Context: an optimization exercise on an open-source flow, tuned for small area, a short achievable clock period and few clock cycles. The choices shown serve that exercise and are no tape-out recipe. Where RTL was checked, it was by simulation tests only, not by an equivalence proof against the original.

==> flow/design.v (excerpt) <==
module sdiv_op #(parameter INPUTS = 2,
		parameter OUTPUTS = 1,
		parameter DATA_IN_SIZE = 32,
		parameter DATA_OUT_SIZE = 32)
		(
		input clk,
		input rst,
		input [INPUTS * (DATA_IN_SIZE)- 1 : 0]data_in_bus,
		input [INPUTS - 1 : 0]valid_in_bus,
		output [INPUTS - 1 : 0] ready_in_bus,
		output [OUTPUTS * (DATA_OUT_SIZE) - 1 : 0]data_out_bus,
		output [OUTPUTS - 1 : 0]valid_out_bus,
		input [OUTPUTS - 1 : 0] ready_out_bus
);
Size: ~1500 cells after synthesis, about 100 I/O pins.
export LEC_CHECK = 0
export CAP_MARGIN = 20
export CORE_MARGIN = 2
export CORE_UTILIZATION = 55
export CTS_BUF_LIST = sky130_fd_sc_hd__clkbuf_4 sky130_fd_sc_hd__clkbuf_8
export PLACE_DENSITY = 0.65
export SETUP_SLACK_MARGIN = 2.4
export SLEW_MARGIN = 20
export SYNTH_HIERARCHICAL = 1
export TNS_END_PERCENT = 10
create_clock -name core_clock -period 5.0 [get_ports {clk}]
standard.sh (not shown) runs the stock make flow with config.mk's settings and CLKGATE_MAP_FILE= SYNTH_SCRIPT=/design/flow/synth_recipe.tcl, a recipe that flattens the netlist after the stock synthesis.
==> flow/flow/run.sh <==
#!/bin/bash
# The standard layout, with small plain buffers on the ports instead of the
# delay cells buffer_ports picks by default. Every port still gets a buffer.
set -euo pipefail
export BUFFER_PORTS_ARGS="-buffer_cell sky130_fd_sc_hd__buf_1"
bash standard.sh > standard.log 2>&1
The first run completed with no timing, DRC or antenna violations.
Testbench counts at the start, summed over its fixed seeds: cycles 16,327.
Then changed:
- SETUP_SLACK_MARGIN: 2.4 -> 2.5
- TNS_END_PERCENT: 10 -> not set
The new run finished with timing, DRC and antenna clean.
Utilization climbs by 1.1 points.
Cell area increases slightly.
Non-clock buffer count climbs by 20.
Critical path depth came out higher by 6.
Register-to-register slack is better by 0.07 ns.
Global-route usage rises by 0.73 points.
Worst hold slack got worse by 0.0055 ns.
Cell count climbs slightly.
Clock skew is lower by 0.0050 ns.
Then changed:
- SETUP_SLACK_MARGIN: 2.5 -> 2.3
Effect: Setup slack degrades by 0.073 ns. Critical path depth decreases by 2. Routed wire length decreases by 4.3%. Cell area falls by 2.3%. First-iteration DRC count climbs by about 32%. Fmax decreases by 2.8%. Sequential cell count is unchanged. Cell count decreases by 1.6%.
Then changed:
- CORE_UTILIZATION: 55 -> 65
- PLACE_DENSITY: 0.65 -> 0.75
- SETUP_SLACK_MARGIN: 2.3 -> 2.4
Worst setup slack gains 0.086 ns.
Flip-flop and latch count does not change.
Fmax climbs by 3.4%.
Worst hold slack loses 0.010 ns.
Global-route usage climbs by 6.1 points.
Non-clock buffer count climbs by 14.
Die area drops by 15%.
Wire length climbs by 5.0%.
Then changed:
- CORE_UTILIZATION: 65 -> 55
- PLACE_DENSITY: 0.75 -> 0.65
- SETUP_SLACK_MARGIN: 2.4 -> 2.7
What happened: The changed run finished clean; design area climbs by 7.3%; worst setup slack improves by 0.11 ns; global-route usage fell by 3.3 points; core utilization fell by 6.2 points; final cell count came out higher by about 5%.
Then changed:
- SETUP_SLACK_MARGIN: 2.7 -> 2.4
Effect: Setup slack gets worse by 0.13 ns. Core utilization went down by 4.4 points. Final area went down by a few percent.

Another version of the RTL of sdiv_op (not shown whole).
Size in the first run: about 1500 cells after synthesis, ~100 I/O pins, about 0.013 mm² of cells after synthesis.
Settings: LEC_CHECK=0, CAP_MARGIN=20, CORE_MARGIN=2, CORE_UTILIZATION=65, CTS_BUF_LIST=sky130_fd_sc_hd__clkbuf_4 sky130_fd_sc_hd__clkbuf_8, PLACE_DENSITY=0.75, SETUP_SLACK_MARGIN=2.6, SLEW_MARGIN=20, SYNTH_HIERARCHICAL=1; clock period 5.0 ns.
Scripts as last shown in full above: flow/flow/run.sh
The baseline produced a clean layout.
Testbench counts at the start, summed over its fixed seeds: cycles 16,327.
Next try:
SETUP_SLACK_MARGIN = 2.8   (was 2.6)
Effect: Setup slack improved by 0.037 ns. Cell area is higher by 5.8%. Wire length is higher by 11%.
Next try:
SETUP_SLACK_MARGIN = 2.7   (was 2.8)
Via count went down by 1.6%.
Flip-flop and latch count is unchanged.
Hold slack gets better by 0.0082 ns.

Setup of north:
sdiv_op, a different RTL version from the one above (not shown whole).
Size: about 100 I/O pins.
export LEC_CHECK = 0
export CAP_MARGIN = 20
export CORE_MARGIN = 2
export CORE_UTILIZATION = 45
export PLACE_DENSITY = 0.6
export SETUP_SLACK_MARGIN = 2.4
export SLEW_MARGIN = 20
export SYNTH_HIERARCHICAL = 1
create_clock -name core_clock -period 5.0 [get_ports {clk}]
==> flow/flow/run.sh <==
#!/bin/bash
# The standard layout, with small plain buffers on the ports instead of the
# delay cells buffer_ports picks by default. Every port still gets a buffer.
set -euo pipefail
export BUFFER_PORTS_ARGS="-buffer_cell sky130_fd_sc_hd__buf_2"
bash standard.sh > standard.log 2>&1
north finished all stages; the layout is clean.
What south does differently from north at the input level:
==> flow/run.sh (new file) <==
#!/bin/bash
# synth_recipe.tcl (not shown) runs the flow's synth.tcl, then flattens the netlist and writes it again
# the make line also repeats each setting of config.mk as NAME=value (left out here)
make -C /OpenROAD-flow-scripts/flow DESIGN_CONFIG=/design/flow/config.mk WORK_HOME=/design/flow/orfs CLKGATE_MAP_FILE= SYNTH_SCRIPT=/design/flow/synth_recipe.tcl finish
removed: flow/flow/run.sh
removed: flow/standard.sh
- When south is set beside north, its register-to-register slack turns out to be 0.04 ns smaller.
- When south is set beside north, its post-route non-filler standard cell count turns out to be 8 larger.
- The flip-flop and latch count on south is in line with that on north.
- In the flow results for north and south, the worst hold slack after final layout is larger on north.
- After detailed routing, north needs less wire than south.
- On sequential share of layout area: between north and south, it ends up lower for south.
- south ended up with a lower ratio of cells with drive above 1 in the final layout than north did.
No run of this note included a check of the RTL's function; only the layout flow was run.

sdiv_op, a different RTL version from the one above (not shown whole).
For scale: about 1500 cells after synthesis, about 100 I/O pins, about 13000 um^2 of cells after synthesis.
clock: 5.0 ns
lec_check: 0
cap_margin: 20
core_margin: 2
core_utilization: 55
cts_buf_list: sky130_fd_sc_hd__clkbuf_4 sky130_fd_sc_hd__clkbuf_8
place_density: 0.65
setup_slack_margin: 2.4
slew_margin: 20
synth_hierarchical: 1
==> flow/flow/run.sh <==
#!/bin/bash
# The standard layout, with small plain buffers on the ports instead of the
# delay cells buffer_ports picks by default. Every port still gets a buffer.
set -euo pipefail
export BUFFER_PORTS_ARGS="-buffer_cell sky130_fd_sc_hd__buf_1"
bash standard.sh > standard.log 2>&1
The baseline produced a clean layout.
Then changed:
--- a/flow/flow/run.sh
+++ b/flow/flow/run.sh
@@ -5 +5 @@
-export BUFFER_PORTS_ARGS="-buffer_cell sky130_fd_sc_hd__buf_1"
+export BUFFER_PORTS_ARGS="-buffer_cell sky130_fd_sc_hd__buf_2"
Settings changed: CORE_UTILIZATION 55 to 45, CTS_BUF_LIST sky130_fd_sc_hd__clkbuf_4 sky130_fd_sc_hd__clkbuf_8 to unset, PLACE_DENSITY 0.65 to 0.6.
After rerunning:
- The new run passed the timing, design-rule and antenna checks
- count of clock-buffer cells in the layout went up by 1
- clock skew falls by 9.1 ps
- core utilization goes down by 9.8 points
- wire length is about the same
- cell count increases by 5.5%
- global-route usage fell by 4.9 points
- final area grows by 2.9%
Function was not checked in any run of this note: the RTL went through the layout flow alone.

Another version of the RTL of sdiv_op (not shown whole).
For scale: ~2400 cells after synthesis, about 100 I/O pins, roughly 14000 um^2 of cells after synthesis.
Design sdiv_op, start of the top module:
module sdiv_op #(parameter INPUTS = 2,
		parameter OUTPUTS = 1,
		parameter DATA_IN_SIZE = 32,
		parameter DATA_OUT_SIZE = 32)
		(
		input clk,
		input rst,
		input [INPUTS * (DATA_IN_SIZE)- 1 : 0]data_in_bus,
		input [INPUTS - 1 : 0]valid_in_bus,
		output [INPUTS - 1 : 0] ready_in_bus,
		output [OUTPUTS * (DATA_OUT_SIZE) - 1 : 0]data_out_bus,
		output [OUTPUTS - 1 : 0]valid_out_bus,
		input [OUTPUTS - 1 : 0] ready_out_bus
);
==> flow/config.mk <==
export PLATFORM = sky130hd
export DESIGN_NAME = sdiv_op
export DESIGN_NICKNAME = sdiv_op
export VERILOG_FILES = /design/flow/design.v
export SDC_FILE = /design/flow/constraint.sdc
export NUM_CORES = 4
export LEC_CHECK = 0
export ABC_AREA = 1
export CAP_MARGIN = 20
export CORE_MARGIN = 2
export CORE_UTILIZATION = 45
export PLACE_DENSITY = 0.6
export SETUP_SLACK_MARGIN = 2.4
export SLEW_MARGIN = 20
export SYNTH_HIERARCHICAL = 1
==> flow/constraint.sdc <==
create_clock -name core_clock -period 5.0 [get_ports {clk}]
set_input_delay 1.0000 -clock core_clock [delete_from_list [all_inputs] [get_ports {clk}]]
set_output_delay 1.0000 -clock core_clock [all_outputs]
set_load 0.01 [all_outputs]
==> flow/flow/run.sh <==
#!/bin/bash
# The standard layout, with small plain buffers on the ports instead of the
# delay cells buffer_ports picks by default. Every port still gets a buffer.
set -euo pipefail
export BUFFER_PORTS_ARGS="-buffer_cell sky130_fd_sc_hd__buf_2"
bash standard.sh > standard.log 2>&1
Testbench counts at the start, summed over its fixed seeds: cycles 16,327.
Edit:
ABC_AREA = unset   (was 1)
SETUP_SLACK_MARGIN = 2.0   (was 2.4)
The new run completed with no timing, DRC or antenna violations. Routed wire length came out lower by 13%. Setup slack gets worse by 0.25 ns.
Edit:
==> flow/run.sh (new file) <==
#!/bin/bash
# synth_recipe.tcl (not shown) runs the flow's synth.tcl, then flattens the netlist and writes it again
# the make line also repeats each setting of config.mk as NAME=value (left out here)
make -C /OpenROAD-flow-scripts/flow DESIGN_CONFIG=/design/flow/config.mk WORK_HOME=/design/flow/orfs CLKGATE_MAP_FILE= SYNTH_SCRIPT=/design/flow/synth_recipe.tcl finish
SETUP_SLACK_MARGIN = 2.4   (was 2.0)
removed: flow/flow/run.sh
removed: flow/standard.sh
The new run finished clean.
Design area increases by about 6%.
Worst setup slack improves by 0.26 ns.
Final cell count increases by about 1.7%.
Area after synthesis does not change.
Routed wire length increases by about 2.8%.

-- what the ideal ports hide --
The flow's constraints put no driver on any port. The routed layouts listed below were extracted and timed again, unchanged, in two steps. Step 1: set_driving_cell puts a clkbuf_16 on clk and a buf_2 on each other input, an assumption about the parent block. Step 2 times the ports against the registers' clock, not the clock port: input delays grow and output delays shrink by t, the midpoint of the rising clock arrivals with the driver on. a / b / c = no drivers / after step 1 / after step 2; a / b = the first two.
| run | t (ns) | slack for setup (ns) | hold slack, ns | cell pins on the clock port's net |
|---|---|---|---|---|
| the first run of note 1 | 0.496 | 2.382 / 2.382 / 2.274 | 0.485 / 0.464 / 0.522 | 1 |
| the second run of note 1 | 0.499 | 2.454 / 2.454 / 2.264 | 0.479 / 0.457 / 0.527 | 1 |
| the third run of note 1 | 0.490 | 2.381 / 2.381 / 2.289 | 0.486 / 0.467 / 0.546 | 1 |
| the fourth run of note 1 | 0.498 | 2.466 / 2.466 / 2.292 | 0.476 / 0.453 / 0.524 | 1 |
| the fifth run of note 1 | 0.496 | 2.574 / 2.574 / 2.255 | 0.480 / 0.457 / 0.539 | 1 |
| the sixth run of note 1 | 0.497 | 2.442 / 2.442 / 2.281 | 0.485 / 0.462 / 0.527 | 1 |
| the first run of note 2 | 0.489 | 2.556 / 2.556 / 2.237 | 0.500 / 0.481 / 0.552 | 1 |
| the second run of note 2 | 0.514 | 2.593 / 2.593 / 2.389 | 0.479 / 0.454 / 0.537 | 1 |
| the third run of note 2 | 0.514 | 2.605 / 2.605 / 2.284 | 0.487 / 0.465 / 0.553 | 1 |
| north | 0.480 | 2.495 / 2.495 / 2.023 | 0.495 / 0.484 / 0.495 | 1 |
| south | 0.481 | 2.443 / 2.463 / 1.987 | 0.467 / 0.467 / 0.467 | 1 |
| the first run of note 4 | 0.484 | 2.405 / 2.405 / 2.194 | 0.470 / 0.449 / 0.554 | 1 |
| the second run of note 4 | 0.464 | 2.424 / 2.424 / 2.282 | 0.535 / 0.504 / 0.547 | 1 |
| the first run of note 5 | 0.496 | 2.459 / 2.459 / 2.330 | 0.497 / 0.464 / 0.545 | 1 |
| the second run of note 5 | 0.480 | 2.208 / 2.208 / 2.208 | 0.518 / 0.487 / 0.549 | 1 |
| the third run of note 5 | 0.472 | 2.468 / 2.478 / 2.025 | 0.547 / 0.547 / 0.547 | 1 |
After both steps every run listed still meets setup and hold. The setup slack of north, which loses most, moves by 0.000 ns with the drivers and by -0.472 ns with both steps.
